This is an optimization exercise on Yosys and OpenROAD, whose aim is small area, not a production implementation.
Where RTL was checked, it was by simulation tests only, not by an equivalence proof against the original.
For runs 1 to 3, only the layout was checked, not whether the RTL still works.
Power and IR drop assume default switching activity.

## design/flow/constraint.sdc

```tcl
create_clock -name core_clock -period 6.0 [get_ports {clk}]
set_input_delay 1.2000 -clock core_clock [delete_from_list [all_inputs] [get_ports {clk}]]
set_output_delay 1.2000 -clock core_clock [all_outputs]
set_load 0.01 [all_outputs]
```

## design/flow/flow/run.sh

```bash
#!/bin/bash
# Standard ORFS layout, with smaller clock-tree buffers, no dummy clock loads,
# and the smallest buffer on each port.
set -euo pipefail
export CTS_ARGS="-sink_clustering_enable -repair_clock_nets -dont_use_dummy_load -buf_list sky130_fd_sc_hd__clkbuf_1 sky130_fd_sc_hd__clkbuf_2 sky130_fd_sc_hd__clkbuf_4 sky130_fd_sc_hd__clkbuf_8"
export BUFFER_PORTS_ARGS="-buffer_cell sky130_fd_sc_hd__buf_1"
bash standard.sh > flow_make.log 2>&1
```

## design/flow/config.mk

```make
export PLATFORM = sky130hd
export DESIGN_NAME = pokey_advanced
export DESIGN_NICKNAME = pokey_advanced
export VERILOG_FILES = /design/flow/design.v
export SDC_FILE = /design/flow/constraint.sdc
export NUM_CORES = 4
export LEC_CHECK = 0
export ABC_AREA = 1
export CAP_MARGIN = 20
export CORE_MARGIN = 2
export CORE_UTILIZATION = 40
export SLEW_MARGIN = 20
```

## design/flow/design.v

```verilog
module pokey_advanced (
    input clk,               
    input enable_179mhz,     
    input reset_n,           
    input [3:0] addr,
    input [7:0] din,
    input we,
    output reg audio_pwm
);
    reg [7:0] naudf0, naudf1, naudf2, naudf3;    
    reg [3:0] vol0, vol1, vol2, vol3;
    reg [1:0] dist0, dist1, dist2, dist3;    
    reg       use_15khz, link_34, link_12, fast3, fast1;
    wire [7:0] wd  = din & {8{reset_n}};
    wire [7:0] wdn = ~wd;
    wire [8:0] sel;
    assign sel[0] = ~reset_n | (we & addr == 4'd0);
    assign sel[1] = ~reset_n | (we & addr == 4'd1);
    assign sel[2] = ~reset_n | (we & addr == 4'd2);
    assign sel[3] = ~reset_n | (we & addr == 4'd3);
    assign sel[4] = ~reset_n | (we & addr == 4'd4);
    assign sel[5] = ~reset_n | (we & addr == 4'd5);
    assign sel[6] = ~reset_n | (we & addr == 4'd6);
    assign sel[7] = ~reset_n | (we & addr == 4'd7);
    assign sel[8] = ~reset_n | (we & addr == 4'd8);
    always @(posedge clk) begin
        if (sel[0]) naudf0 <= wdn;
        if (sel[1]) {dist0, vol0} <= {wd[7], wd[5], wd[3:0]};
        if (sel[2]) naudf1 <= wdn;
        if (sel[3]) {dist1, vol1} <= {wd[7], wd[5], wd[3:0]};
        if (sel[4]) naudf2 <= wdn;
        if (sel[5]) {dist2, vol2} <= {wd[7], wd[5], wd[3:0]};
        if (sel[6]) naudf3 <= wdn;
        if (sel[7]) {dist3, vol3} <= {wd[7], wd[5], wd[3:0]};
        if (sel[8]) {fast1, fast3, link_12, link_34, use_15khz} <= {wd[6], wd[5], wd[4], wd[3], wd[0]};
    end
    reg       pb;
    reg [3:0] pa;    
    reg [5:0] pc;    
    reg       en_d;  
    always @(posedge clk) begin
        en_d <= enable_179mhz & reset_n;
        if (!reset_n) begin
            pb <= 1'b0;
            pa <= 4'd0;
            pc <= 6'd0;
        end else if (enable_179mhz) begin
            pb <= ~pb;
            if (pb) begin
                pa <= (pa == 4'd13) ? 4'd0 : pa + 4'd1;
                pc <= (pc == 6'd56) ? 6'd0 : pc + 6'd1;
            end
        end
    end
    wire tick_64khz = en_d & ~pb & (pa == 4'd0);
    wire tick_15khz = en_d & ~pb & (pc == 6'd0);
    reg [4:0]  poly5;
    reg [16:0] poly17;
    always @(posedge clk) begin
        if (!reset_n) begin
            poly5  <= 5'b10101;
            poly17 <= 17'b10101010101010101;
        end else if (enable_179mhz) begin
            poly5  <= {poly5[3:0],  ~(poly5[4] ^ poly5[2])};
            poly17 <= {poly17[15:0], ~(poly17[16] ^ poly17[4])};
        end
    end
    wire p5 = poly5[4];
    wire p17 = poly17[16];
    wire base_tick = use_15khz ? tick_15khz : tick_64khz;
    wire t0 = fast1 ? enable_179mhz : base_tick;
    wire t1 = base_tick & ~link_12;
    wire t2 = fast3 ? enable_179mhz : base_tick;
    wire t3 = base_tick & ~link_34;
    reg [15:0] nc0, nc2;
    reg [7:0]  nc1, nc3;
    reg [3:0]  chan_out;
    wire [16:0] b0, b2;
    wire [8:0]  b1, b3;
    assign b0[0] = t0;
    assign b1[0] = t1;
    assign b2[0] = t2;
    assign b3[0] = t3;
    genvar g;
    generate
        for (g = 0; g < 16; g = g + 1) begin : bw
            assign b0[g+1] = b0[g] & nc0[g];
            assign b2[g+1] = b2[g] & nc2[g];
        end
        for (g = 0; g < 8; g = g + 1) begin : bn
            assign b1[g+1] = b1[g] & nc1[g];
            assign b3[g+1] = b3[g] & nc3[g];
        end
    endgenerate
    wire ld0 = b0[16];
    wire ld1 = b1[8];
    wire ld2 = b2[16];
    wire ld3 = b3[8];
    wire [15:0] nload0 = {naudf1 | {8{~link_12}}, naudf0};
    wire [15:0] nload2 = {naudf3 | {8{~link_34}}, naudf2};
    always @(posedge clk) begin
        nc0 <= (nc0 ^ b0[15:0]) | (nload0 & {16{ld0}}) | {16{~reset_n}};
        nc1 <= (nc1 ^ b1[7:0])  | (naudf1 & {8{ld1}})  | {8{~reset_n}};
        nc2 <= (nc2 ^ b2[15:0]) | (nload2 & {16{ld2}}) | {16{~reset_n}};
        nc3 <= (nc3 ^ b3[7:0])  | (naudf3 & {8{ld3}})  | {8{~reset_n}};
    end
    function nxt(input [1:0] d, input o, input a17, input a5);
        nxt = (d == 2'b11) ? ~o : ((d[0] | a17) & (d[1] | a5));
    endfunction
    always @(posedge clk) begin
        if (!reset_n) chan_out <= 4'd0;
        else begin
            if (ld0) chan_out[0] <= nxt(dist0, chan_out[0], p17, p5);
            if (ld1) chan_out[1] <= nxt(dist1, chan_out[1], p17, p5);
            if (ld2) chan_out[2] <= nxt(dist2, chan_out[2], p17, p5);
            if (ld3) chan_out[3] <= nxt(dist3, chan_out[3], p17, p5);
        end
    end
    wire [3:0] m0 = vol0 & {4{chan_out[0]}};
    wire [3:0] m1 = vol1 & {4{chan_out[1]}};
    wire [3:0] m2 = vol2 & {4{chan_out[2]}};
    wire [3:0] m3 = vol3 & {4{chan_out[3]}};
    reg  [5:0] pwm_counter;
    wire [5:0] q = ~pwm_counter;
    wire [6:0] tot = m0 + m1 + m2 + m3 + {1'b0, q};
    always @(posedge clk) begin
        if (!reset_n) begin
            pwm_counter <= 6'd0;
            audio_pwm <= 1'b0;
        end else begin
            pwm_counter <= pwm_counter + 6'd1;
            audio_pwm <= tot[6];
        end
    end
endmodule
```

## design/flow/standard.sh

```bash
#!/bin/bash
# synth_recipe.tcl (not shown) runs the flow's synth.tcl, then flattens the netlist and writes it again
# the make line also repeats each setting of config.mk as NAME=value (left out here)
make -C /OpenROAD-flow-scripts/flow DESIGN_CONFIG=/design/flow/config.mk WORK_HOME=/design/flow/orfs CLKGATE_MAP_FILE= SYNTH_SCRIPT=/design/flow/synth_recipe.tcl "${@:-finish}"
```

==> results of run 1 <==
per-stage QoR:
step | worst slack, ps | cell area (µm²) | util (%) | power [mW]
after floorplan | 1270 | 6390 | - | 1.51
after global placement | 1050 | 6690 | 42.4 | 1.59
after detailed placement | 1010 | 6690 | 42.4 | 1.61
power groups by stage:
stage | Combinational, mW | Clock (mW) | Sequential (mW)
after detailed placement | 0.329 | 0 | 1.28
after global placement | 0.315 | 0 | 1.28
after floorplan | 0.245 | 0 | 1.26
how the worst max path moves through the flow:
stage / start / endpoint / slack [ps] / cells after the start
after detailed placement: enable_179mhz / nc2[5]$_DFF_P_ / 1010 / 21
after global placement: enable_179mhz / nc2[0]$_DFF_P_ / 1050 / 21
after floorplan: enable_179mhz / nc0[0]$_DFF_P_ / 1270 / 22
kinds of logic after synthesis:
kind of cell,after synthesis
buffers and inverters,78
adders and majority gates,71
xor gates and xnor gates,1
DFF,154
AOI/OAI and AO/OA,110
and+or+nand+nor,209
==> impl_results.rst, run 1 <==
.. list-table::
   :header-rows: 1

   * - Metric
     - Value
   * - Status
     - aborted with a tool error
   * - Stopping stage
     - clock tree synthesis
   * - Halt Reason
     - [ERROR STA-0564] clock_tree_synthesis positional arguments not supported.
   * - Synth Cell Area
     - approximately 0.0064 mm²
   * - Area share of the largest cell type after synthesis
     - 29.1%
   * - Part of the Yosys area used for sequential elements
     - approximately 58%
   * - Post-synthesis average cell area
     - 10.3 µm²
   * - Die width
     - 130 µm
   * - Gate Count Post-Synth
     - 623
   * - Vertical die dimension
     - 130 µm
   * - Top cells by instance count after synthesis
     - sky130_fd_sc_hd__nand2_1, sky130_fd_sc_hd__dfxtp_1, sky130_fd_sc_hd__edfxtp_1, sky130_fd_sc_hd__ha_1, sky130_fd_sc_hd__inv_1
   * - Synthesized-area fraction occupied by and/or/nand/nor cells
     - 13.3%
   * - Initial core utilization
     - approximately two fifths
   * - Combinational family with the most area after synthesis
     - adder cells
   * - Netlist cell types
     - 25
   * - Number of enable flip-flop cells after synthesis
     - 61
   * - Main area contributors after synthesis
     - sky130_fd_sc_hd__dfxtp_1, sky130_fd_sc_hd__edfxtp_1, sky130_fd_sc_hd__ha_1, sky130_fd_sc_hd__nand2_1, sky130_fd_sc_hd__a21oi_1
   * - Yosys reg bits
     - roughly 150
   * - Final GP Congestion
     - 0.789
   * - Cell count after placement
     - 840
   * - Share of flip-flops with an asynchronous set or reset
     - 0%
   * - Post-Synth Adder-Cell Area
     - ~15%
   * - HPWL after DPL
     - between 8000 and 9000 µm
   * - Net count of the mapped netlist
     - 710
   * - Library cell occupying the most area in the post-synthesis netlist
     - sky130_fd_sc_hd__dfxtp_1
   * - Xor-xnor portion of the synthesized cell area
     - less than 1%
   * - Commonest register cell after synthesis
     - sky130_fd_sc_hd__dfxtp_1
   * - Compound-Gate Fraction of Synth Area
     - 9.08%
   * - Yosys warning total
     - 1
   * - Count of boundary I/O pins
     - 17
   * - # rows
     - 46
   * - Most frequently used cell type in the post-synthesis netlist
     - sky130_fd_sc_hd__nand2_1
   * - I/O Buffers
     - 16
   * - Multiplexer area fraction after synthesis
     - 0%
==> run 2, diff against run 1 <==
==> design/flow/flow/run.sh (replaced) <==
#!/bin/bash
# Standard ORFS layout, with smaller clock-tree buffers, no dummy clock loads,
# and the smallest buffer on each port.
set -euo pipefail
export CTS_ARGS="-sink_clustering_enable -repair_clock_nets -dont_use_dummy_load -buf_list {sky130_fd_sc_hd__clkbuf_4 sky130_fd_sc_hd__clkbuf_8}"
export BUFFER_PORTS_ARGS="-buffer_cell sky130_fd_sc_hd__buf_1"
bash standard.sh > flow_make.log 2>&1
==> impl_results.rst, run 2 <==
.. list-table::
   :header-rows: 1

   * - Metric
     - Value
   * - Die area
     - 0.0170 mm²
   * - Area of placed instances
     - 0.00669 mm² (unchanged)
   * - Largest register by flop count
     - poly17
   * - Internal
     - 1.59 mW
   * - Top cells by instance count after synthesis
     - sky130_fd_sc_hd__nand2_1, sky130_fd_sc_hd__dfxtp_1, sky130_fd_sc_hd__edfxtp_1, sky130_fd_sc_hd__ha_1, sky130_fd_sc_hd__inv_1
   * - Netlist cell types
     - 25 (unchanged)
   * - Multi-input logic area
     - between 0.002 and 0.0025 mm²
   * - Hold-fix buffers at CTS
     - 0
   * - Antenna-violating nets left
     - 0
   * - Relative contribution of combinational cells to total power
     - 15.2%
   * - HPWL after DPL
     - 8280 µm (unchanged)
   * - Via total after detailed routing
     - 4180
   * - Nets@finish
     - 730
   * - Yosys warning total
     - 1 (unchanged)
   * - Net count of the mapped netlist
     - 710 (unchanged)
   * - Slew Limit Headroom
     - 27.4%
   * - Worst clock skew
     - 40.9 ps
   * - Post-Synth Adder-Cell Area
     - 15.1% (unchanged)
   * - Vertical die dimension
     - 130 µm (unchanged)
   * - Tightest Hold Check Type
     - reg2reg
   * - Library cell occupying the most area in the post-synthesis netlist
     - sky130_fd_sc_hd__dfxtp_1
   * - Sequential share of power
     - between 50% and 60%
   * - Slowest cell delay on critical path
     - 310 ps
   * - Highest-delay cell along the critical path
     - sky130_fd_sc_hd__ha_1
   * - Most frequently used cell type in the post-synthesis netlist
     - sky130_fd_sc_hd__nand2_1
   * - Worst vdd rail ir drop
     - 0.000205 V
   * - Inserted Diodes
     - 0
   * - # rows
     - 46 (unchanged)
   * - Routed WL per cell
     - 13.7 µm
   * - Share of flip-flops with an asynchronous set or reset
     - 0% (unchanged)
   * - Synthesized-area fraction occupied by and/or/nand/nor cells
     - 13.3% (unchanged)
   * - Endpoints failing setup
     - 0
   * - Clock transition at path regs
     - 60 ps
   * - H-tree Lvls
     - 4
   * - Global-route wire length before repair
     - around 19000 µm
   * - Filler Cell Count
     - roughly 1500
   * - Post-cts resize count
     - 0
   * - Final count of pins violating max slew
     - 0
   * - Worst setup slack before clock tree synthesis
     - 1010 ps (unchanged)
   * - I/O Buffers
     - 16 (unchanged)
   * - Clock latency on the worst-skew pair
     - 460 ps
   * - Clk pwr share
     - between 20% and 30%
   * - Leading cell type in the layout, fill and taps excluded
     - sky130_fd_sc_hd__nand2_1
   * - Area share of the largest cell type after synthesis
     - 29.1% (unchanged)
   * - Power spent charging and discharging nets
     - 0.560 mW
   * - Combinational family with the most area after synthesis
     - adder cells
   * - Upper clock frequency limit
     - 221 MHz
   * - Num CTS Buffers
     - 17
   * - Switching part of the total
     - 26.1%
   * - Length of the first detailed-routing pass in iterations
     - 4
   * - Commonest register cell after synthesis
     - sky130_fd_sc_hd__dfxtp_1
   * - Sum of negative setup slack
     - 0 ps
   * - Minimum setup slack in the final design
     - roughly 1500 ps
   * - Ratio of final minimum period to clock period
     - 75.4%
   * - Number of enable flip-flop cells after synthesis
     - 61 (unchanged)
   * - Startpoint type of the worst setup path
     - primary input
   * - Tightest Pin Transition
     - 1080 ps
   * - List of cells traversed by the critical path
     - buf_1, nand2_1, nand2_1, ha_1, ha_1, ha_1, ha_1, ha_1, ha_1, ha_1, ha_1, ha_1, ha_1, ha_1, ha_1, ha_1, ha_1, ha_1, ha_1, a21oi_1, nand2_1
   * - Number of global-route vias before repair
     - 3910
   * - Period minus WS final
     - about 4500 ps
   * - Area growth from synthesis to layout
     - 8.26%
   * - Unrepaired setup endpoints after global routing
     - false
   * - Largest registers
     - poly17 x17, nc0 x16, nc2 x16
   * - Maximum clock insertion buffer count
     - 2
   * - Antenna violations before repair
     - 0
   * - Xor-xnor portion of the synthesized cell area
     - 0.137% (unchanged)
   * - Clk root buf
     - sky130_fd_sc_hd__clkbuf_8
   * - Post-synthesis average cell area
     - 10.3 µm² (unchanged)
   * - Number of DRC markers in iteration 0
     - 298
   * - Top library cells by usage in the layout, fill and taps aside
     - sky130_fd_sc_hd__nand2_1, sky130_fd_sc_hd__dfxtp_1, sky130_fd_sc_hd__ha_1, sky130_fd_sc_hd__edfxtp_1, sky130_fd_sc_hd__inv_1
   * - Most frequent cell on the critical path
     - sky130_fd_sc_hd__ha_1
   * - Arrival @ worst endpoint
     - 4820 ps
   * - Critical path type
     - in2reg
   * - Area inside the core boundary
     - between 0.015 and 0.02 mm²
   * - Total routing resource utilization after global routing
     - 15.1%
   * - Main area contributors after synthesis
     - sky130_fd_sc_hd__dfxtp_1, sky130_fd_sc_hd__edfxtp_1, sky130_fd_sc_hd__ha_1, sky130_fd_sc_hd__nand2_1, sky130_fd_sc_hd__a21oi_1
   * - Post-CTS setup-driven buffer insertion count
     - 0
   * - Part of the Yosys area used for sequential elements
     - 57.8% (unchanged)
   * - Total routed wirelength
     - 11700 µm
   * - Remaining design rule violation count
     - 0
   * - Leakage power
     - 2.86 nW
   * - Flip-flop count of the largest register after layout
     - 17
   * - Clock tree from TritonCTS
     - built
   * - Pin count of the biggest net entering global routing
     - 41
   * - Count of boundary I/O pins
     - 17 (unchanged)
   * - Multiplexer area fraction after synthesis
     - 0% (unchanged)
   * - Sort of element at the end of the critical path
     - flip-flop
   * - Initial core utilization
     - 40.6% (unchanged)
   * - Synth Cell Area
     - 0.00639 mm² (unchanged)
   * - Clock sinks
     - 154
   * - Worst endpoint required time
     - 6290 ps
   * - Yosys reg bits
     - 154 (unchanged)
   * - Maximum fanout along the worst path
     - 8
   * - Average vias per placed instance
     - 4.88
   * - MaxCap Viol Count
     - 0
   * - Gate Count Post-Synth
     - 623 (unchanged)
   * - Compound-Gate Fraction of Synth Area
     - 9.08% (unchanged)
   * - Status
     - timing/DRC/antenna clean
   * - Share of final-layout standard cells stronger than drive strength 1
     - ~4.4%
   * - Die width
     - 130 µm (unchanged)
   * - Post-route cell area
     - between 0.006 and 0.007 mm²
   * - Final GP Congestion
     - 0.789 (unchanged)
   * - Fin. Hold Viols
     - 0
   * - Power per Cell Area
     - just over 300 mW/mm²
   * - Area used by sequential logic in the layout
     - 0.00369 mm²
   * - GR Overflow Total
     - 0
-- run 2: layer usage --
metal  vias up  share of wire [%]  wire length (µm)  global-route usage, %
met5         -                  0                 0                      0
met4         0                1.9               225                   6.45
met3        21                3.6               424                   4.03
met2        56                 48              5650                   24.2
met1      1992                 46              5410                   19.5
li1       2111                  -                 -                      -
-- run 2: metrics by stage --
| stage | hold slack, ps | utilization, % | std cells | total power [mW] |
|---|---|---|---|---|
| 6_report | 447 | 43.9 | 857 | 2.15 |
| 5_1_grt | 473 | 43.9 | 857 | 2.29 |
| 4_1_cts | 450 | 43.9 | 857 | 2.18 |
| 3_5_place_dp | 428 | 42.4 | 840 | 1.61 |
| 3_3_place_gp | 417 | 42.4 | 840 | 1.59 |
| 2_1_floorplan | 416 | - | 623 | 1.51 |
-- run 2: power by group through the flow --
stage	sequential, mW	combinational [mW]	clock (mW)
2_1_floorplan	1.26	0.245	0
3_3_place_gp	1.28	0.315	0
3_5_place_dp	1.28	0.329	0
4_1_cts	1.26	0.333	0.586
5_1_grt	1.27	0.390	0.627
6_report	1.26	0.326	0.562
-- run 2: logic make-up after synthesis --
logic type / after synthesis
compound gates: 110
xor+xnor: 1
fa+ha+maj: 71
buf+inv: 78
flops: 154
simple gates: 209
-- run 2: critical path, delay by kind of cell --
family / cells / cell delay [ps]
AO/OA/AOI/OAI: 1 / 190
adder cells (fa/ha/maj): 16 / 3060
buffers and inverters: 1 / 150
AND/OR/NAND/NOR: 3 / 220
-- run 2: path summary, 6_finish.rpt --
check	endpoint	start	slack, ps	depth (start not counted)
worst max register to register	chan_out[0]$_SDFFE_PN0P_	pc[0]$_SDFFE_PN0P_	1490	24
worst min register to register	nc2[5]$_DFF_P_	naudf2[5]$_DFFE_PP_	450	2
worst min-delay path	nc2[5]$_DFF_P_	naudf2[5]$_DFFE_PP_	450	2
worst max-delay path	nc2[7]$_DFF_P_	enable_179mhz	1480	21
-- run 2: layout make-up --
class | count | area share (%)
flip-flops and latches | 154 | 53.4
multi-input cells | 391 | 34.7
well taps | 216 | 3.90
clock buffers | 17 | 3.38
inverters | 57 | 3.09
repair buffers | 22 | 1.54
==> run 3, diff against run 2 <==
==> design/flow/run.sh (new file) <==
#!/bin/bash
# synth_recipe.tcl (not shown) runs the flow's synth.tcl, then flattens the netlist and writes it again
# the make line also repeats each setting of config.mk as NAME=value (left out here)
make -C /OpenROAD-flow-scripts/flow DESIGN_CONFIG=/design/flow/config.mk WORK_HOME=/design/flow/orfs CLKGATE_MAP_FILE= SYNTH_SCRIPT=/design/flow/synth_recipe.tcl finish
removed: design/flow/flow/run.sh
removed: design/flow/standard.sh
==> impl_results.rst, run 3 <==
.. list-table::
   :header-rows: 1

   * - Metric
     - Value
   * - Worst vdd rail ir drop
     - 0.000186 V (-9.0%)
   * - Initial core utilization
     - 40.6% (unchanged)
   * - Post-route cell area
     - 0.00739 mm² (+6.8%)
   * - Maximum clock insertion buffer count
     - 2 (unchanged)
   * - HPWL after DPL
     - 8350 µm (+0.87%)
   * - Power per Cell Area
     - 358 mW/mm² (+15%)
   * - H-tree Lvls
     - 4 (unchanged)
   * - Area growth from synthesis to layout
     - 15.6%
   * - Yosys reg bits
     - 154 (unchanged)
   * - Fin. Hold Viols
     - 0 (unchanged)
   * - Total design power
     - 2.64 mW (+23%)
   * - Most frequently used cell type in the post-synthesis netlist
     - sky130_fd_sc_hd__nand2_1
   * - Buffers plus inverters on the worst setup path
     - 1 (unchanged)
   * - Post-synthesis average cell area
     - 10.3 µm² (unchanged)
   * - Net count of the mapped netlist
     - 710 (unchanged)
   * - Ratio of final minimum period to clock period
     - 79.7% (+4.3 points)
   * - GR Overflow Total
     - 0 (unchanged)
   * - Maximum fanout along the worst path
     - 10 (+2)
   * - Arrival @ worst endpoint
     - 5080 ps (+260 ps)
   * - Critical path type
     - in2reg
   * - Post-cts resize count
     - 0 (unchanged)
   * - Netlist cell types
     - 25 (unchanged)
   * - Total routed wirelength
     - 11500 µm (-1.8%)
   * - Via total after detailed routing
     - 4139 (-0.98%)
   * - Endpoints failing setup
     - 0 (unchanged)
   * - Tightest Pin Transition
     - 1030 ps (-43.6 ps)
   * - Yosys warning total
     - 1 (unchanged)
   * - Share of final-layout standard cells stronger than drive strength 1
     - 6.40% (+2.0 points)
   * - Library cell occupying the most area in the post-synthesis netlist
     - sky130_fd_sc_hd__dfxtp_1
   * - Final count of pins violating max slew
     - 0 (unchanged)
   * - Total routing resource utilization after global routing
     - 14.7% (-0.40 points)
   * - Largest registers
     - poly17 x17, nc0 x16, nc2 x16
   * - Top cells by instance count after synthesis
     - sky130_fd_sc_hd__nand2_1, sky130_fd_sc_hd__dfxtp_1, sky130_fd_sc_hd__edfxtp_1, sky130_fd_sc_hd__ha_1, sky130_fd_sc_hd__inv_1
   * - Die width
     - 130 µm (unchanged)
   * - Startpoint type of the worst setup path
     - primary input
   * - Leakage power
     - 3.08 nW (+7.7%)
   * - Inserted Diodes
     - 0 (unchanged)
   * - Count of boundary I/O pins
     - 17 (unchanged)
   * - Global-route wire length before repair
     - 18800 µm (-2.2%)
   * - Cell class contributing the biggest share of worst-path delay
     - adder cells
   * - Slowest cell delay on critical path
     - 460 ps (+150 ps)
   * - Highest-delay cell along the critical path
     - sky130_fd_sc_hd__clkdlybuf4s50_1
   * - Length of the first detailed-routing pass in iterations
     - 6 (+2)
   * - Clock latency on the worst-skew pair
     - 420 ps (-40 ps)
   * - Antenna-violating nets left
     - 0 (unchanged)
   * - Area of placed instances
     - 0.00678 mm² (+1.4%)
   * - MaxCap Viol Count
     - 0 (unchanged)
   * - Clock transition at path regs
     - 60 ps (about the same)
   * - Area inside the core boundary
     - 0.0158 mm² (unchanged)
   * - Number of DRC markers in iteration 0
     - 173 (-42%)
   * - Number of global-route vias before repair
     - 3929 (+0.49%)
   * - Area share of the largest cell type after synthesis
     - 29.1% (unchanged)
   * - Routed WL per cell
     - 13.2 µm (-3.5%)
   * - Vertical die dimension
     - 130 µm (unchanged)
   * - Main area contributors after synthesis
     - sky130_fd_sc_hd__dfxtp_1, sky130_fd_sc_hd__edfxtp_1, sky130_fd_sc_hd__ha_1, sky130_fd_sc_hd__nand2_1, sky130_fd_sc_hd__a21oi_1
   * - Most frequent cell on the critical path
     - sky130_fd_sc_hd__ha_1
   * - Nets@finish
     - 730 (unchanged)
   * - Clock sinks
     - 154 (unchanged)
   * - Number of enable flip-flop cells after synthesis
     - 61 (unchanged)
   * - Flip-flop count of the largest register after layout
     - 17 (unchanged)
   * - Clock tree from TritonCTS
     - built
   * - Worst endpoint required time
     - 6300 ps (about the same)
   * - Clk root buf
     - sky130_fd_sc_hd__clkbuf_16
   * - Worst clock skew
     - 5.20 ps (-35.7 ps)
   * - Share of flip-flops with an asynchronous set or reset
     - 0% (unchanged)
   * - I/O Buffers
     - 16 (unchanged)
   * - Average vias per placed instance
     - 4.75 (-2.7%)
   * - Leading cell type in the layout, fill and taps excluded
     - sky130_fd_sc_hd__nand2_1
   * - Synth Cell Area
     - 0.00639 mm² (unchanged)
   * - Post-CTS setup-driven buffer insertion count
     - 0 (unchanged)
   * - Worst setup slack before clock tree synthesis
     - 715 ps (-296 ps)
   * - Sort of element at the end of the critical path
     - flip-flop
   * - Largest register by flop count
     - poly17
   * - Unrepaired setup endpoints after global routing
     - false
   * - Status
     - timing/DRC/antenna clean
   * - List of cells traversed by the critical path
     - clkdlybuf4s50_1, nand2_1, nand2_1, ha_1, ha_1, ha_1, ha_1, ha_1, ha_1, ha_1, ha_1, ha_1, ha_1, ha_1, ha_1, ha_1, ha_1, ha_1, ha_1, o21ai_0, a21oi_1
   * - Gate Count Post-Synth
     - 623 (unchanged)
   * - Minimum setup slack in the final design
     - 1220 ps (-256 ps)
   * - Commonest register cell after synthesis
     - sky130_fd_sc_hd__dfxtp_1
   * - Antenna violations before repair
     - 0 (unchanged)
   * - Final GP Congestion
     - 0.776 (-1.6%)
   * - Slew Limit Headroom
     - 30.5% (+3.1 points)
   * - Hold-fix buffers at CTS
     - 0 (unchanged)
   * - Die area
     - 0.0170 mm² (unchanged)
   * - Part of the Yosys area used for sequential elements
     - 57.8% (unchanged)
   * - Upper clock frequency limit
     - 209 MHz (-5.4%)
   * - Num CTS Buffers
     - 17 (unchanged)
   * - Remaining design rule violation count
     - 0 (unchanged)
   * - Sum of negative setup slack
     - 0 ps (unchanged)
   * - # rows
     - 46 (unchanged)
   * - Pin count of the biggest net entering global routing
     - 52 (+27%)
   * - Period minus WS final
     - 4780 ps (+256 ps)
   * - Tightest Hold Check Type
     - reg2reg
   * - Top library cells by usage in the layout, fill and taps aside
     - sky130_fd_sc_hd__nand2_1, sky130_fd_sc_hd__dfxtp_1, sky130_fd_sc_hd__ha_1, sky130_fd_sc_hd__edfxtp_1, sky130_fd_sc_hd__inv_1
-- run 3: layout make-up --
cell class	instances	area [µm²]
inverter	57	214
fill	1493	8380
clock inverter	8	78.8
multi-input combinational	391	2410
timing repair buffer	22	200
sequential	154	3690
clock buffer	24	524
tap	216	270
-- run 3: final timing paths --
path              cells after the start  slack [ps]                        to           startpoint
setup / recovery                     21        1220  chan_out[2]$_SDFFE_PN0P_        enable_179mhz
hold / removal                        2         440            nc2[6]$_DFF_P_  naudf2[6]$_DFFE_PP_
setup reg to reg                     24        1580  chan_out[2]$_SDFFE_PN0P_   pc[0]$_SDFFE_PN0P_
hold reg to reg                       2         440            nc2[6]$_DFF_P_  naudf2[6]$_DFFE_PP_
-- run 3: through the flow --
step | utilization [%] | std cells | hold WS, ps
3_3_place_gp | 43.0 | 840 | 423
2_1_floorplan | - | 623 | 416
5_1_grt | 46.9 | 872 | 460
6_report | 46.9 | 872 | 437
3_5_place_dp | 43.0 | 840 | 431
4_1_cts | 46.8 | 872 | 441
-- run 3: kinds of logic after synthesis --
family | Yosys count | share of synthesized area (%)
AND/OR/NAND/NOR | 209 | 13.3
flip-flops | 154 | 57.8
adder cells (fa/ha/maj) | 71 | 15.1
buffers and inverters | 78 | 4.64
AO/OA/AOI/OAI | 110 | 9.08
XOR/XNOR | 1 | 0.137
-- run 3: worst reg2reg max path, stage by stage, from the launching register on --
cell and delay, ps:
sky130_fd_sc_hd__dfxtp_1 350, sky130_fd_sc_hd__inv_1 100, sky130_fd_sc_hd__ha_1 220, sky130_fd_sc_hd__nand4_1 100, sky130_fd_sc_hd__nand2_1 100, sky130_fd_sc_hd__nand3b_1 100, sky130_fd_sc_hd__nand2_1 60, sky130_fd_sc_hd__ha_1 180
sky130_fd_sc_hd__ha_1 190, sky130_fd_sc_hd__ha_1 180, sky130_fd_sc_hd__ha_1 180, sky130_fd_sc_hd__ha_1 180, sky130_fd_sc_hd__ha_1 190, sky130_fd_sc_hd__ha_1 180, sky130_fd_sc_hd__ha_1 190, sky130_fd_sc_hd__ha_1 180
sky130_fd_sc_hd__ha_1 180, sky130_fd_sc_hd__ha_1 180, sky130_fd_sc_hd__ha_1 180, sky130_fd_sc_hd__ha_1 180, sky130_fd_sc_hd__ha_1 180, sky130_fd_sc_hd__ha_1 210, sky130_fd_sc_hd__ha_1 300, sky130_fd_sc_hd__o21ai_0 190
sky130_fd_sc_hd__a21oi_1 60
-- run 3: layer usage --
metal	part of all wire, %	GRT usage [%]
met4	1.2	6.13
met1	46	18.4
met2	49	24.1
met3	3.9	4.07
met5	0	0
-- run 3: power by group --
| group | switching [mW] | leakage, nW | internal [mW] |
|---|---|---|---|
| clock network | 0.406 | 0.301 | 0.654 |
| registers | 0.0510 | 1.36 | 1.21 |
| logic | 0.188 | 1.42 | 0.138 |
| total | 0.645 | 3.08 | 2.00 |
==> run 4, diff against run 3 <==
--- a/design/flow/design.v
+++ b/design/flow/design.v
@@ -116,20 +116,40 @@
             if (ld3) chan_out[3] <= nxt(dist3, chan_out[3], p17, p5);
         end
     end
-    wire [3:0] m0 = vol0 & {4{chan_out[0]}};
-    wire [3:0] m1 = vol1 & {4{chan_out[1]}};
-    wire [3:0] m2 = vol2 & {4{chan_out[2]}};
-    wire [3:0] m3 = vol3 & {4{chan_out[3]}};
-    reg  [5:0] pwm_counter;
-    wire [5:0] q = ~pwm_counter;
-    wire [6:0] tot = m0 + m1 + m2 + m3 + {1'b0, q};
+    wire [3:0] a = ~(vol0 & {4{chan_out[0]}});
+    wire [3:0] b = ~(vol1 & {4{chan_out[1]}});
+    wire [3:0] d = ~(vol2 & {4{chan_out[2]}});
+    wire [3:0] e = ~(vol3 & {4{chan_out[3]}});
+    reg  [5:0] p;    
+    function [1:0] fa(input x, input y, input z);    
+        fa = {(x & y) | (x & z) | (y & z), x ^ y ^ z};
+    endfunction
+    function maj(input x, input y, input z);
+        maj = (x & y) | (x & z) | (y & z);
+    endfunction
+    wire [1:0] f00 = fa(a[0], b[0], d[0]);
+    wire       c01 = maj(f00[0], e[0], p[0]);
+    wire [1:0] f10 = fa(a[1], b[1], d[1]);
+    wire [1:0] f11 = fa(e[1], p[1], f00[1]);
+    wire       c12 = maj(f10[0], f11[0], c01);
+    wire [1:0] f20 = fa(a[2], b[2], d[2]);
+    wire [1:0] f21 = fa(e[2], p[2], f10[1]);
+    wire [1:0] f22 = fa(f20[0], f21[0], f11[1]);
+    wire       c23 = f22[0] | c12;                   
+    wire [1:0] f30 = fa(a[3], b[3], d[3]);
+    wire [1:0] f31 = fa(e[3], p[3], f20[1]);
+    wire [1:0] f32 = fa(f21[1], f22[1], c23);
+    wire       c33 = maj(f30[0], f31[0], f32[0]);
+    wire [1:0] f40 = fa(p[4], f30[1], f31[1]);
+    wire       c41 = maj(f40[0], f32[1], c33);
+    wire       c50 = maj(p[5], f40[1], c41);
     always @(posedge clk) begin
         if (!reset_n) begin
-            pwm_counter <= 6'd0;
+            p <= 6'd0;
             audio_pwm <= 1'b0;
         end else begin
-            pwm_counter <= pwm_counter + 6'd1;
-            audio_pwm <= tot[6];
+            p <= p + 6'd1;
+            audio_pwm <= ~c50;
         end
     end
 endmodule
==> design/flow/flow/run.sh (new file) <==
#!/bin/bash
# Standard ORFS layout, with smaller clock-tree buffers, no dummy clock loads,
# and the smallest buffer on each port.
set -euo pipefail
export CTS_ARGS="-sink_clustering_enable -repair_clock_nets -dont_use_dummy_load -buf_list {sky130_fd_sc_hd__clkbuf_4} -sink_clustering_size 20 -sink_clustering_max_diameter 300"
export BUFFER_PORTS_ARGS="-buffer_cell sky130_fd_sc_hd__buf_1"
bash standard.sh > flow_make.log 2>&1
==> design/flow/standard.sh (new file) <==
#!/bin/bash
# synth_recipe.tcl (not shown) runs the flow's synth.tcl, then flattens the netlist and writes it again
# the make line also repeats each setting of config.mk as NAME=value (left out here)
make -C /OpenROAD-flow-scripts/flow DESIGN_CONFIG=/design/flow/config.mk WORK_HOME=/design/flow/orfs CLKGATE_MAP_FILE= SYNTH_SCRIPT=/design/flow/synth_recipe.tcl "${@:-finish}"
removed: design/flow/run.sh
==> impl_results.rst, run 4 <==
.. list-table::
   :header-rows: 1

   * - Metric
     - Value
   * - Nets@finish
     - 715 (-2.1%)
   * - Total routed wirelength
     - 11500 µm (about the same)
   * - Unrepaired setup endpoints after global routing
     - false
   * - Library cell occupying the most area in the post-synthesis netlist
     - sky130_fd_sc_hd__dfxtp_1
   * - Num CTS Buffers
     - 17 (unchanged)
   * - Clock transition at path regs
     - 110 ps (+50 ps)
   * - Maximum clock insertion buffer count
     - 2 (unchanged)
   * - Routed WL per cell
     - 13.6 µm (+3.1%)
   * - Post-CTS setup-driven buffer insertion count
     - 0 (unchanged)
   * - Most frequently used cell type in the post-synthesis netlist
     - sky130_fd_sc_hd__nand2_1
   * - Total design power
     - 1.98 mW (-25%)
   * - WL met3
     - 408 µm (-10%)
   * - Worst Hold Margin
     - 452 ps (+15.7 ps)
   * - Total routing resource utilization after global routing
     - 15.2% (+0.54 points)
   * - Sort of element at the end of the critical path
     - flip-flop
   * - Pin count of the biggest net entering global routing
     - 33 (-37%)
   * - Hold-fix buffers at CTS
     - 0 (unchanged)
   * - Worst vdd rail ir drop
     - 0.000141 V (-24%)
   * - H-tree Lvls
     - 4 (unchanged)
   * - Initial core utilization
     - 41.3% (+0.76 points)
   * - Area growth from synthesis to layout
     - 6.55%
   * - Leakage power
     - 2.70 nW (-12%)
   * - Upper clock frequency limit
     - 220 MHz (+5.1%)
   * - Slew Limit Headroom
     - 29.2% (-1.3 points)
   * - Main area contributors after synthesis
     - sky130_fd_sc_hd__dfxtp_1, sky130_fd_sc_hd__edfxtp_1, sky130_fd_sc_hd__ha_1, sky130_fd_sc_hd__nand2_1, sky130_fd_sc_hd__a21oi_1
   * - # rows
     - 45 (-2.2%)
   * - Clock sinks
     - 154 (unchanged)
   * - Clk root buf
     - sky130_fd_sc_hd__clkbuf_4
   * - Worst clock skew
     - 27.6 ps (+22.4 ps)
   * - Tightest Hold Check Type
     - reg2reg
   * - Post-cts resize count
     - 0 (unchanged)
   * - Share of final-layout standard cells stronger than drive strength 1
     - 5.68% (-0.72 points)
   * - Antenna-violating nets left
     - 0 (unchanged)
   * - Share of flip-flops with an asynchronous set or reset
     - 0% (unchanged)
   * - Fin. Hold Viols
     - 0 (unchanged)
   * - Detailed-route wire length on metal 1
     - 5560 µm (+5.2%)
   * - Length of the first detailed-routing pass in iterations
     - 4 (-2)
   * - Commonest register cell after synthesis
     - sky130_fd_sc_hd__dfxtp_1
   * - Global-route wire length before repair
     - 19500 µm (+3.7%)
   * - Power per Cell Area
     - 293 mW/mm² (-18%)
   * - Remaining design rule violation count
     - 0 (unchanged)
   * - Count of boundary I/O pins
     - 17 (unchanged)
   * - Endpoints failing setup
     - 0 (unchanged)
   * - Post-synthesis average cell area
     - 10.3 µm² (about the same)
   * - Gate Count Post-Synth
     - 617 (-0.96%)
   * - Top cells by instance count after synthesis
     - sky130_fd_sc_hd__nand2_1, sky130_fd_sc_hd__dfxtp_1, sky130_fd_sc_hd__edfxtp_1
   * - Area inside the core boundary
     - 0.0153 mm² (-2.9%)
   * - Top library cells by usage in the layout, fill and taps aside
     - sky130_fd_sc_hd__nand2_1, sky130_fd_sc_hd__dfxtp_1, sky130_fd_sc_hd__edfxtp_1, sky130_fd_sc_hd__nor2_1, sky130_fd_sc_hd__ha_1
   * - Number of DRC markers in iteration 0
     - 248 (+43%)
   * - Via total after detailed routing
     - 4115 (-0.58%)
   * - Number of enable flip-flop cells after synthesis
     - 61 (unchanged)
   * - Worst endpoint required time
     - 6380 ps (+80 ps)
   * - Yosys warning total
     - 1 (unchanged)
   * - Die area
     - 0.0168 mm² (-1.0%)
   * - Tightest Pin Transition
     - 1050 ps (+19.4 ps)
   * - Synth Cell Area
     - 0.00633 mm² (-1.1%)
   * - HPWL after DPL
     - 8200 µm (-1.8%)
   * - GR Overflow Total
     - 0 (unchanged)
   * - Final GP Congestion
     - 0.767 (-1.2%)
   * - MaxCap Viol Count
     - 0 (unchanged)
   * - Vertical die dimension
     - 130 µm (-0.51%)
   * - Clock tree from TritonCTS
     - built
   * - Startpoint type of the worst setup path
     - flip-flop
   * - Average vias per placed instance
     - 4.86 (+2.5%)
   * - Net count of the mapped netlist
     - 696 (-2.0%)
   * - Largest register by flop count
     - poly17
   * - Area share of the largest cell type after synthesis
     - 29.4% (+0.31 points)
   * - Antenna violations before repair
     - 1 (+1)
   * - Final count of pins violating max slew
     - 0 (unchanged)
   * - Critical path type
     - reg2reg
   * - Sum of negative setup slack
     - 0 ps (unchanged)
   * - Part of the Yosys area used for sequential elements
     - 58.4% (+0.62 points)
   * - Ratio of final minimum period to clock period
     - 75.8% (-3.8 points)
   * - Met2 wirelength from detailed routing
     - 5400 µm (-4.0%)
   * - Number of global-route vias before repair
     - 4087 (+4.0%)
   * - Highest routing layer actually used
     - met4
   * - Status
     - timing/DRC/antenna clean
   * - Netlist cell types
     - 31 (+24%)
   * - Leading cell type in the layout, fill and taps excluded
     - sky130_fd_sc_hd__nand2_1
   * - Clock latency on the worst-skew pair
     - 510 ps (+90 ps)
   * - Period minus WS final
     - 4550 ps (-230 ps)
   * - Flip-flop count of the largest register after layout
     - 17 (unchanged)
   * - Largest registers
     - poly17 x17, nc0 x16, nc2 x16
   * - Die width
     - 130 µm (-0.51%)
   * - Yosys reg bits
     - 154 (unchanged)
   * - Maximum fanout along the worst path
     - 10 (unchanged)
   * - I/O Buffers
     - 16 (unchanged)
   * - Arrival @ worst endpoint
     - 4930 ps (-150 ps)
run 4: worst max-delay path, stage by stage (launching register included):
cell and delay, ps:
sky130_fd_sc_hd__dfxtp_1 390, sky130_fd_sc_hd__inv_1 80, sky130_fd_sc_hd__ha_1 210, sky130_fd_sc_hd__nand2_1 60, sky130_fd_sc_hd__nand3b_1 100, sky130_fd_sc_hd__nand2_1 100
sky130_fd_sc_hd__nand3b_1 100, sky130_fd_sc_hd__nand2_1 50, sky130_fd_sc_hd__ha_1 190, sky130_fd_sc_hd__ha_1 180, sky130_fd_sc_hd__ha_1 180, sky130_fd_sc_hd__ha_1 180
sky130_fd_sc_hd__ha_1 180, sky130_fd_sc_hd__ha_1 180, sky130_fd_sc_hd__ha_1 180, sky130_fd_sc_hd__ha_1 180, sky130_fd_sc_hd__ha_1 180, sky130_fd_sc_hd__ha_1 170
sky130_fd_sc_hd__ha_1 180, sky130_fd_sc_hd__ha_1 180, sky130_fd_sc_hd__ha_1 180, sky130_fd_sc_hd__ha_1 190, sky130_fd_sc_hd__ha_1 200, sky130_fd_sc_hd__ha_1 320
sky130_fd_sc_hd__o21ai_0 210, sky130_fd_sc_hd__a21oi_1 60
run 4: logic make-up (layout without fill, tap and decap cells):
| kind of cell | count (synthesis) | in the layout | synth area share (%) |
|---|---|---|---|
| adder cells (fa/ha/maj) | 63 | 63 | 13.6 |
| AND/OR/NAND/NOR | 214 | 214 | 13.8 |
| buffers and inverters | 73 | 90 | 4.47 |
| AO/OA/AOI/OAI | 110 | 110 | 9.25 |
| flip-flops | 154 | 154 | 58.4 |
| other | 0 | 1 | 0 |
| XOR/XNOR | 3 | 3 | 0.415 |
run 4: final timing paths:
path	from	endpoint	cells past startpoint	slack, ps
max	pc[0]$_SDFFE_PN0P_	chan_out[0]$_SDFFE_PN0P_	25	1450
min	naudf2[7]$_DFFE_PP_	nc2[7]$_DFF_P_	2	450
max reg2reg	pc[0]$_SDFFE_PN0P_	chan_out[0]$_SDFFE_PN0P_	25	1450
min reg2reg	naudf2[7]$_DFFE_PP_	nc2[7]$_DFF_P_	2	450
run 4: power by group:
group | total [mW] | internal [mW] | switching (mW)
sequential | 1.25 | 1.20 | 0.0504
clock | 0.425 | 0.130 | 0.295
combinational | 0.297 | 0.121 | 0.176
total | 1.98 | 1.46 | 0.521
run 4: layer usage:
metal  GRT usage (%)  vias up
met5               0        -
met4            5.06        0
met3            4.80        8
met2            24.3       56
met1            19.8     1954
li1                -     2097
run 4: per-stage QoR:
stage	worst slack (ps)	instances	utilization [%]	cell area, µm²
final	1450	846	44.0	6740
after global routing	1090	846	44.0	6740
after CTS	1410	845	44.0	6730
after detailed placement	1070	828	43.1	6610
after global placement	1140	828	43.1	6610
after floorplan	1260	617	-	6330
run 4: layout make-up:
type                       instances  area, µm²
fill                            1493       8570
sequential                       154       3690
multi-input combinational        390       2360
tap                              211        264
inverter                          51        191
clock buffer                      17        128
timing repair buffer              22        106
antenna                            1       2.50
==> run 5, diff against run 4 <==
==> design/flow/flow/run.sh (replaced) <==
#!/bin/bash
# Standard ORFS layout, with smaller clock-tree buffers, no dummy clock loads,
# and the smallest buffer on each port.
set -euo pipefail
export CTS_ARGS="-sink_clustering_enable -repair_clock_nets -dont_use_dummy_load -buf_list {sky130_fd_sc_hd__clkbuf_8} -sink_clustering_size 40 -sink_clustering_max_diameter 300"
export BUFFER_PORTS_ARGS="-buffer_cell sky130_fd_sc_hd__buf_1"
bash standard.sh > flow_make.log 2>&1
==> impl_results.rst, run 5 <==
.. list-table::
   :header-rows: 1

   * - Metric
     - Value
   * - Total design power
     - 2.12 mW (+7.2%)
   * - Status
     - timing/DRC/antenna clean
   * - Sort of element at the end of the critical path
     - flip-flop
   * - Slew Limit Headroom
     - 29.4% (+0.28 points)
   * - Combinational family with the most area after synthesis
     - simple AND/OR/NAND/NOR gates
   * - Largest register by flop count
     - poly17
   * - Sequential share of power
     - 59.3% (-4.2 points)
   * - Part of the Yosys area used for sequential elements
     - 58.4% (unchanged)
   * - Ratio of final minimum period to clock period
     - 75.5% (-0.30 points)
   * - Post-route cell area
     - 0.00685 mm² (+1.5%)
   * - Relative contribution of combinational cells to total power
     - 14.0% (-1.0 points)
   * - MaxCap Viol Count
     - 0 (unchanged)
   * - Sum of negative setup slack
     - 0 ps (unchanged)
   * - Num CTS Buffers
     - 17 (unchanged)
   * - Internal
     - 1.58 mW (+8.3%)
   * - H-tree Lvls
     - 4 (unchanged)
   * - Die area
     - 0.0168 mm² (unchanged)
   * - Gate Count Post-Synth
     - 617 (unchanged)
   * - Clock tree from TritonCTS
     - built
   * - Worst vdd rail ir drop
     - 0.000131 V (-7.3%)
   * - Critical path type
     - reg2reg
   * - Tightest Pin Transition
     - 1050 ps (-6.22 ps)
   * - Maximum fanout along the worst path
     - 10 (unchanged)
   * - Length of the first detailed-routing pass in iterations
     - 7 (+3)
   * - Netlist cell types
     - 31 (unchanged)
   * - Post-cts resize count
     - 0 (unchanged)
   * - Share of final-layout standard cells stronger than drive strength 1
     - 5.68% (unchanged)
   * - Clock latency on the worst-skew pair
     - 440 ps (-70 ps)
   * - Worst Hold Margin
     - 445 ps (-7.05 ps)
   * - Power spent charging and discharging nets
     - 0.542 mW (+3.9%)
   * - Leakage power
     - 2.75 nW (+1.6%)
   * - Vertical die dimension
     - 130 µm (unchanged)
   * - Largest registers
     - poly17 x17, nc0 x16, nc2 x16
   * - Share of flip-flops with an asynchronous set or reset
     - 0% (unchanged)
   * - Post-CTS setup-driven buffer insertion count
     - 0 (unchanged)
   * - Total routing resource utilization after global routing
     - 15.2% (-0.018 points)
   * - Area inside the core boundary
     - 0.0153 mm² (unchanged)
   * - Via total after detailed routing
     - 4132 (+0.41%)
   * - Synth Cell Area
     - 0.00633 mm² (unchanged)
   * - Filler Cell Count
     - 1481 (-0.80%)
   * - Hold-fix buffers at CTS
     - 0 (unchanged)
   * - Remaining design rule violation count
     - 0 (unchanged)
   * - Switching part of the total
     - 25.6% (-0.80 points)
   * - Tightest Hold Check Type
     - reg2reg
   * - Number of global-route vias before repair
     - 4115 (+0.69%)
   * - Most frequently used cell type in the post-synthesis netlist
     - sky130_fd_sc_hd__nand2_1
   * - Post-synthesis average cell area
     - 10.3 µm² (unchanged)
   * - Global-route wire length before repair
     - 19500 µm (about the same)
   * - Initial core utilization
     - 41.3% (unchanged)
   * - Commonest register cell after synthesis
     - sky130_fd_sc_hd__dfxtp_1
   * - Startpoint type of the worst setup path
     - flip-flop
   * - # rows
     - 45 (unchanged)
   * - Clk pwr share
     - 26.7% (+5.2 points)
   * - Yosys reg bits
     - 154 (unchanged)
   * - Net count of the mapped netlist
     - 696 (unchanged)
   * - Synthesized-area fraction occupied by and/or/nand/nor cells
     - 13.8% (unchanged)
   * - Leading cell type in the layout, fill and taps excluded
     - sky130_fd_sc_hd__nand2_1
   * - Upper clock frequency limit
     - 221 MHz (+0.40%)
   * - Area share of the largest cell type after synthesis
     - 29.4% (unchanged)
   * - Clock transition at path regs
     - 70 ps (-40 ps)
   * - Post-Synth Adder-Cell Area
     - 13.6% (unchanged)
   * - Area of placed instances
     - 0.00661 mm² (unchanged)
   * - Count of boundary I/O pins
     - 17 (unchanged)
   * - Top library cells by usage in the layout, fill and taps aside
     - sky130_fd_sc_hd__nand2_1, sky130_fd_sc_hd__dfxtp_1, sky130_fd_sc_hd__edfxtp_1, sky130_fd_sc_hd__nor2_1, sky130_fd_sc_hd__ha_1
   * - Clk root buf
     - sky130_fd_sc_hd__clkbuf_8
   * - Maximum clock insertion buffer count
     - 2 (unchanged)
   * - Final count of pins violating max slew
     - 0 (unchanged)
   * - Die width
     - 130 µm (unchanged)
   * - HPWL after DPL
     - 8200 µm (unchanged)
   * - Nets@finish
     - 715 (unchanged)
   * - Number of enable flip-flop cells after synthesis
     - 61 (unchanged)
   * - Inserted Diodes
     - 0 (-1)
   * - Routed WL per cell
     - 13.7 µm (+0.73%)
   * - Yosys warning total
     - 1 (unchanged)
   * - Unrepaired setup endpoints after global routing
     - false
   * - Endpoints failing setup
     - 0 (unchanged)
   * - Period minus WS final
     - 4530 ps (-18.2 ps)
   * - Antenna violations before repair
     - 0 (-1)
   * - Multiplexer area fraction after synthesis
     - 0% (unchanged)
   * - Final GP Congestion
     - 0.767 (unchanged)
   * - Worst clock skew
     - 16.5 ps (-11.1 ps)
   * - Power per Cell Area
     - 309 mW/mm² (+5.5%)
   * - I/O Buffers
     - 16 (unchanged)
   * - Area growth from synthesis to layout
     - 8.19%
   * - Worst endpoint required time
     - 6300 ps (-80 ps)
   * - Antenna-violating nets left
     - 0 (unchanged)
   * - Total routed wirelength
     - 11600 µm (+0.61%)
   * - GR Overflow Total
     - 0 (unchanged)
   * - Pin count of the biggest net entering global routing
     - 33 (unchanged)
   * - Clock sinks
     - 154 (unchanged)
   * - Compound-Gate Fraction of Synth Area
     - 9.25% (unchanged)
   * - Library cell occupying the most area in the post-synthesis netlist
     - sky130_fd_sc_hd__dfxtp_1
   * - Number of DRC markers in iteration 0
     - 267 (+7.7%)
   * - Arrival @ worst endpoint
     - 4830 ps (-100 ps)
   * - Flip-flop count of the largest register after layout
     - 17 (unchanged)
   * - Fin. Hold Viols
     - 0 (unchanged)
   * - Main area contributors after synthesis
     - sky130_fd_sc_hd__dfxtp_1, sky130_fd_sc_hd__edfxtp_1, sky130_fd_sc_hd__ha_1, sky130_fd_sc_hd__nand2_1, sky130_fd_sc_hd__a21oi_1
   * - Xor-xnor portion of the synthesized cell area
     - 0.415% (unchanged)
   * - Top cells by instance count after synthesis
     - sky130_fd_sc_hd__nand2_1, sky130_fd_sc_hd__dfxtp_1, sky130_fd_sc_hd__edfxtp_1
   * - Average vias per placed instance
     - 4.89 (+0.53%)
[run 5: path summary, 6_finish.rpt]
| path | endpoint | cells past startpoint | slack (ps) | startpoint |
|---|---|---|---|---|
| worst max-delay path | chan_out[0]$_SDFFE_PN0P_ | 25 | 1470 | pc[0]$_SDFFE_PN0P_ |
| worst min register to register | nc2[7]$_DFF_P_ | 2 | 450 | naudf2[7]$_DFFE_PP_ |
| worst min-delay path | nc2[7]$_DFF_P_ | 2 | 450 | naudf2[7]$_DFFE_PP_ |
| worst max register to register | chan_out[0]$_SDFFE_PN0P_ | 25 | 1470 | pc[0]$_SDFFE_PN0P_ |
[run 5: cell families after synthesis]
logic type	Yosys count
compound gates	110
flops	154
fa+ha+maj	63
buf+inv	73
xor+xnor	3
simple gates	214
[run 5: power by group through the flow]
| stage | logic (mW) | clock network [mW] | registers, mW |
|---|---|---|---|
| after floorplan | 0.226 | 0 | 1.26 |
| after global placement | 0.288 | 0 | 1.28 |
| after detailed placement | 0.302 | 0 | 1.28 |
| after CTS | 0.303 | 0.592 | 1.26 |
| after global routing | 0.358 | 0.626 | 1.27 |
| final | 0.297 | 0.565 | 1.26 |
[run 5: layer usage]
metal  vias to the layer above  GRT usage, %  wire length, µm
met5                         -             0                0
met4                         0          5.38              129
met3                        11          4.80              475
met2                        61          24.4             5460
met1                      1968          19.6             5510
li1                       2092             -                -
[run 5: worst max-delay path, cell delays in order (launching register included)]
cell                       delay (ps)
sky130_fd_sc_hd__dfxtp_1          380
sky130_fd_sc_hd__inv_1             80
sky130_fd_sc_hd__ha_1             210
sky130_fd_sc_hd__nand2_1           60
sky130_fd_sc_hd__nand3b_1         100
sky130_fd_sc_hd__nand2_1          100
sky130_fd_sc_hd__nand3b_1         100
sky130_fd_sc_hd__nand2_1           50
sky130_fd_sc_hd__ha_1             190
sky130_fd_sc_hd__ha_1             180
sky130_fd_sc_hd__ha_1             180
sky130_fd_sc_hd__ha_1             180
sky130_fd_sc_hd__ha_1             180
sky130_fd_sc_hd__ha_1             180
sky130_fd_sc_hd__ha_1             180
sky130_fd_sc_hd__ha_1             180
sky130_fd_sc_hd__ha_1             180
sky130_fd_sc_hd__ha_1             170
sky130_fd_sc_hd__ha_1             180
sky130_fd_sc_hd__ha_1             180
sky130_fd_sc_hd__ha_1             180
sky130_fd_sc_hd__ha_1             180
sky130_fd_sc_hd__ha_1             200
sky130_fd_sc_hd__ha_1             320
sky130_fd_sc_hd__o21ai_0          210
sky130_fd_sc_hd__a21oi_1           60
[run 5: stage by stage]
step                      cells  utilization, %  setup WS (ps)
after floorplan             617               -           1260
after global placement      828            43.1           1140
after detailed placement    828            43.1           1070
after CTS                   845            44.7           1420
after global routing        845            44.7           1110
final                       845            44.7           1470
[run 5: cell type report]
type | instances | area (µm²) | share of cell area [%]
clock buffers | 17 | 234 | 3.42
inverters | 51 | 191 | 2.80
multi-input cells | 390 | 2360 | 34.4
flip-flops and latches | 154 | 3690 | 54.0
well taps | 211 | 264 | 3.86
repair buffers | 22 | 106 | 1.55
==> run 6, diff against run 5 <==
==> design/flow/flow/run.sh (replaced) <==
#!/bin/bash
# Standard ORFS synthesis, then the combinational logic between the
# registers re-mapped by ABC for area (registers kept as they are), then the
# standard ORFS layout with smaller clock-tree buffers, no dummy clock loads,
# and the smallest buffer on each port.
set -euo pipefail
export CTS_ARGS="-sink_clustering_enable -repair_clock_nets -dont_use_dummy_load -buf_list {sky130_fd_sc_hd__clkbuf_4}"
export BUFFER_PORTS_ARGS="-buffer_cell sky130_fd_sc_hd__buf_1"
R=orfs/results/$FLOW_PLATFORM/pokey_advanced/base
bash standard.sh synth > synth_make.log 2>&1
cp $R/1_2_yosys.v $R/1_2_yosys_std.v
export RESYN_IN=$R/1_2_yosys_std.v RESYN_OUT=$R/1_2_yosys.v
export RESYN_LIB=$FLOW_HOME/platforms/sky130hd/lib/sky130_fd_sc_hd__tt_025C_1v80.lib
export RESYN_ABC=$PWD/flow/area.abc
yosys -c flow/resyn.tcl > resyn.log 2>&1
rm -f $R/1_synth.odb $R/1_synth.sdc
bash standard.sh > flow_make.log 2>&1
==> design/flow/flow/area.abc (new file) <==
strash
dch -f
amap
topo
==> design/flow/flow/resyn.tcl (new file) <==
# Re-map the combinational cells of the standard synthesis for area.
# The flip-flops stay the same instances (names and cell types).
yosys -import
set lib $::env(RESYN_LIB)
read_liberty -ignore_miss_func $lib
read_verilog $::env(RESYN_IN)
hierarchy -top pokey_advanced
# keep every sequential cell as it is
set seq [list]
foreach m [split [string trim [tee -q -s result.string select -list-mod =sky130_fd_sc_hd__*]] "\n"] {
  if {[regexp {__(df|edf|sdf|dl|sedf)} $m]} { lappend seq $m }
}
foreach m $seq { blackbox $m }
flatten
hierarchy -top pokey_advanced
set dont_use [list]
foreach c {sky130_fd_sc_hd__probe_p_8 sky130_fd_sc_hd__probec_p_8 sky130_fd_sc_hd__lpflow_*} {
  lappend dont_use -dont_use $c
}
opt -purge
abc -liberty $lib -script $::env(RESYN_ABC) {*}$dont_use
read_liberty -lib -ignore_redef $lib
opt_clean -purge
setundef -zero
splitnets
opt_clean -purge
hilomap -singleton -hicell sky130_fd_sc_hd__conb_1 HI -locell sky130_fd_sc_hd__conb_1 LO
insbuf -buf sky130_fd_sc_hd__buf_4 A X
yosys rename -hide w:*.*
opt_clean -purge
tee -o resyn_stat.txt stat -liberty $lib
check -assert
write_verilog -noattr -nohex -nodec $::env(RESYN_OUT)
==> impl_results.rst, run 6 <==
.. list-table::
   :header-rows: 1

   * - Metric
     - Value
   * - Die area
     - 0.0158 mm² (-6.4%)
   * - I/O Buffers
     - 16 (unchanged)
   * - Cell count after placement
     - 800 (-3.4%)
   * - Worst vdd rail ir drop
     - 0.000145 V (+11%)
   * - R2R Path End
     - nc2[2]$_DFF_P_
   * - Worst endpoint required time
     - 6460 ps (+160 ps)
   * - Remaining design rule violation count
     - 0 (unchanged)
   * - Antenna violations before repair
     - 1 (+1)
   * - Share of final-layout standard cells stronger than drive strength 1
     - 3.32% (-2.4 points)
   * - Endpoints failing setup
     - 0 (unchanged)
   * - Hold-fix buffers at CTS
     - 0 (unchanged)
   * - Post-cts resize count
     - 0 (unchanged)
   * - Cell class contributing the biggest share of worst-path delay
     - simple AND/OR/NAND/NOR gates
   * - Antenna-violating nets left
     - 0 (unchanged)
   * - Largest register by flop count
     - poly17
   * - Final GP Congestion
     - 0.791 (+3.2%)
   * - Number of global-route vias before repair
     - 4287 (+4.2%)
   * - Number of DRC markers in iteration 0
     - 279 (+4.5%)
   * - Flip-flop count of the largest register after layout
     - 17 (unchanged)
   * - Count of boundary I/O pins
     - 17 (unchanged)
   * - Synth Cell Area
     - 0.00591 mm² (-6.6%)
   * - Hold Path Depth
     - 2 (unchanged)
   * - Num CTS Buffers
     - 17 (unchanged)
   * - Startpoint type of the worst setup path
     - flip-flop
   * - Upper clock frequency limit
     - 250 MHz (+13%)
   * - Fraction of the core area covered by cells at the end of the flow
     - 43.9% (-0.83 points)
   * - Length of the first detailed-routing pass in iterations
     - 5 (-2)
   * - Worst clock skew
     - 39.5 ps (+23.0 ps)
   * - Total routed wirelength
     - 12400 µm (+6.8%)
   * - Buffers plus inverters on the worst setup path
     - 1 (unchanged)
   * - Clk root buf
     - sky130_fd_sc_hd__clkbuf_4
   * - Worst r2r path cells
     - 17 (-32%)
   * - Maximum fanout along the worst path
     - 10 (unchanged)
   * - Gate Count Post-Synth
     - 597 (-3.2%)
   * - Global-route wire length before repair
     - 20800 µm (+6.3%)
   * - Sort of element at the end of the critical path
     - flip-flop
   * - Worst Hold Margin
     - 446 ps (+0.286 ps)
   * - Via total after detailed routing
     - 4385 (+6.1%)
   * - RR Startpoint
     - use_15khz$_DFFE_PP_
   * - List of cells traversed by the critical path
     - nor4_1, a41oi_1, nor2_1, nor2_1, a21oi_1, and2_0, and3_1, and3_1, and3_1, and3_1, and3_1, and3_1, and3_1, nand2_1, clkinv_1, a21oi_1, o21ai_0
   * - Power spent charging and discharging nets
     - 0.550 mW (+1.5%)
   * - Clock sinks
     - 154 (unchanged)
   * - Tightest Hold Check Type
     - reg2reg
   * - Status
     - timing/DRC/antenna clean
   * - Slowest cell delay on critical path
     - 530 ps (+150 ps)
   * - Clock transition at path regs
     - 110 ps (+40 ps)
   * - Relative contribution of combinational cells to total power
     - 14.9% (+0.9 points)
   * - Maximum clock insertion buffer count
     - 2 (unchanged)
   * - Pin count of the biggest net entering global routing
     - 52 (+58%)
   * - Fin. Hold Viols
     - 0 (unchanged)
   * - Power per Cell Area
     - 315 mW/mm² (+1.8%)
   * - Critical path type
     - reg2reg
   * - Vertical die dimension
     - 126 µm (-3.3%)
   * - Register-to-register path setup slack
     - 2000 ps (+530 ps)
   * - # rows
     - 44 (-2.2%)
   * - Arrival @ worst endpoint
     - 4460 ps (-370 ps)
   * - Largest registers
     - poly17 x17, nc0 x16, nc2 x16
   * - Switching part of the total
     - 27.5% (+1.9 points)
   * - Area inside the core boundary
     - 0.0145 mm² (-5.5%)
   * - Top library cells by usage in the layout, fill and taps aside
     - sky130_fd_sc_hd__nor2_1, sky130_fd_sc_hd__dfxtp_1, sky130_fd_sc_hd__o21ai_0, sky130_fd_sc_hd__nand2_1, sky130_fd_sc_hd__edfxtp_1
   * - Net count of the mapped netlist
     - 613 (-12%)
   * - H-tree Lvls
     - 4 (unchanged)
   * - Total routing resource utilization after global routing
     - 16.7% (+1.5 points)
   * - Non-Filler Instances
     - 818 (-3.2%)
   * - Area growth from synthesis to layout
     - 7.52%
   * - Leading cell type in the layout, fill and taps excluded
     - sky130_fd_sc_hd__nor2_1
   * - Routed WL per cell
     - 15.1 µm (+10%)
   * - Yosys warning total
     - 1 (unchanged)
   * - Unrepaired setup endpoints after global routing
     - false
   * - Internal
     - 1.45 mW (-7.9%)
   * - Minimum setup slack in the final design
     - 2000 ps (+534 ps)
   * - Worst-case hold path end point
     - poly5[4]$_SDFFE_PN1P_
   * - Initial core utilization
     - 40.8% (-0.52 points)
   * - HPWL after DPL
     - 8520 µm (+3.8%)
   * - Average vias per placed instance
     - 5.36 (+9.6%)
   * - Period minus WS final
     - 4000 ps (-534 ps)
   * - Min-delay src
     - poly5[3]$_SDFFE_PN0P_
   * - Clock tree from TritonCTS
     - built
   * - Final count of pins violating max slew
     - 0 (unchanged)
   * - Clock latency on the worst-skew pair
     - 540 ps (+100 ps)
   * - Sum of negative setup slack
     - 0 ps (unchanged)
   * - GR Overflow Total
     - 0 (unchanged)
   * - Highest-delay cell along the critical path
     - sky130_fd_sc_hd__nor2_1
   * - Leakage power
     - 2.32 nW (-16%)
   * - Sequential share of power
     - 63.6% (+4.3 points)
   * - Clk pwr share
     - 21.5% (-5.2 points)
   * - Tightest Pin Transition
     - 798 ps (-249 ps)
   * - Die width
     - 126 µm (-3.3%)
   * - Nets@finish
     - 651 (-9.0%)
   * - Filler Cell Count
     - 1379 (-6.9%)
   * - Worst setup slack before clock tree synthesis
     - 1560 ps (+485 ps)
   * - Post-synthesis average cell area
     - 9.89 µm² (-3.5%)
   * - Ratio of final minimum period to clock period
     - 66.7% (-8.9 points)
   * - Slew Limit Headroom
     - 46.6% (+17 points)
   * - MaxCap Viol Count
     - 0 (unchanged)
   * - Most frequent cell on the critical path
     - sky130_fd_sc_hd__and3_1
   * - Post-CTS setup-driven buffer insertion count
     - 0 (unchanged)
-- run 6: power by group through the flow --
stage                     sequential [mW]  combinational, mW  clock (mW)
final                                1.27              0.299       0.429
after global routing                 1.29              0.345       0.483
after CTS                            1.27              0.301       0.446
after detailed placement             1.30              0.300           0
after global placement               1.29              0.288           0
after floorplan                      1.27              0.227           0
-- run 6: metal layers --
layer | global-route usage (%) | vias up | wire length (µm)
li1 | - | 2226 | -
met4 | 7.58 | 0 | 295
met5 | 0 | - | 0
met2 | 27.8 | 81 | 5940
met1 | 20.9 | 2056 | 5710
met3 | 3.59 | 22 | 421
-- run 6: area by class of cell --
cell class	count	area (µm²)	share of cell area (%)
clock buffer	17	128	2.01
timing repair buffer	19	83.8	1.32
sequential	154	3690	58.2
tap	184	230	3.62
inverter	34	128	2.01
antenna	1	2.50	0.0394
multi-input combinational	409	2090	32.8
-- run 6: worst register-to-register path: cells and delay by family, from the launching register on --
family	cells	cell delay [ps]
AO/OA/AOI/OAI	4	490
flip-flops	1	420
buffers and inverters	1	240
AND/OR/NAND/NOR	12	2790
-- run 6: worst max path at each step --
stage | cells after the start | end | start
2_1_floorplan | 14 | chan_out[0]$_SDFFE_PN0P_ | enable_179mhz
3_3_place_gp | 15 | nc0[3]$_DFF_P_ | enable_179mhz
3_5_place_dp | 15 | nc0[7]$_DFF_P_ | enable_179mhz
4_1_cts | 17 | nc0[7]$_DFF_P_ | use_15khz$_DFFE_PP_
5_1_grt | 17 | nc0[3]$_DFF_P_ | use_15khz$_DFFE_PP_
6_report | 17 | nc2[2]$_DFF_P_ | use_15khz$_DFFE_PP_
-- run 6: per-stage QoR --
step | power, mW | instance area, µm²
floorplan | 1.50 | 5910
global placement | 1.58 | 6220
detailed placement | 1.60 | 6220
CTS | 2.02 | 6350
global route | 2.12 | 6350
finish | 2.00 | 6350

## separate check: timing with driven ports
Ports are ideal in the flow. The routed layouts listed here were re-timed in OpenROAD.
Step 1 (the two cells are an assumption about what drives the block):
set clk [get_ports {clk}]
set_driving_cell -lib_cell sky130_fd_sc_hd__clkbuf_16 $clk
set_driving_cell -lib_cell sky130_fd_sc_hd__buf_2 [delete_from_list [all_inputs] $clk]
Step 2 adds t to the input delays and takes it off the output delays; t is the mean of the earliest and latest rising clock arrival at the registers after step 1. Input paths then give back, and output paths get back, about the clock's delay inside the block.
Three values: ideal, step 1, step 2; two values: the first two.
run	t (ns)	slack for setup (ns)	slew at the worst register clock pin (ns)
run 2	0.478	1.475 / 1.482 / 1.004	0.10 / 0.10
run 3	0.456	1.219 / 1.236 / 0.781	0.06 / 0.06
run 4	0.536	1.449 / 1.449 / 1.061	0.12 / 0.12
run 5	0.465	1.467 / 1.467 / 1.068	0.08 / 0.08
run 6	0.556	2.001 / 2.001 / 1.539	0.12 / 0.12
After both steps setup and hold are still met in every run listed. For run 2, which loses most, drivers alone change the setup slack by +0.007 ns; drivers and shift together by -0.471 ns.
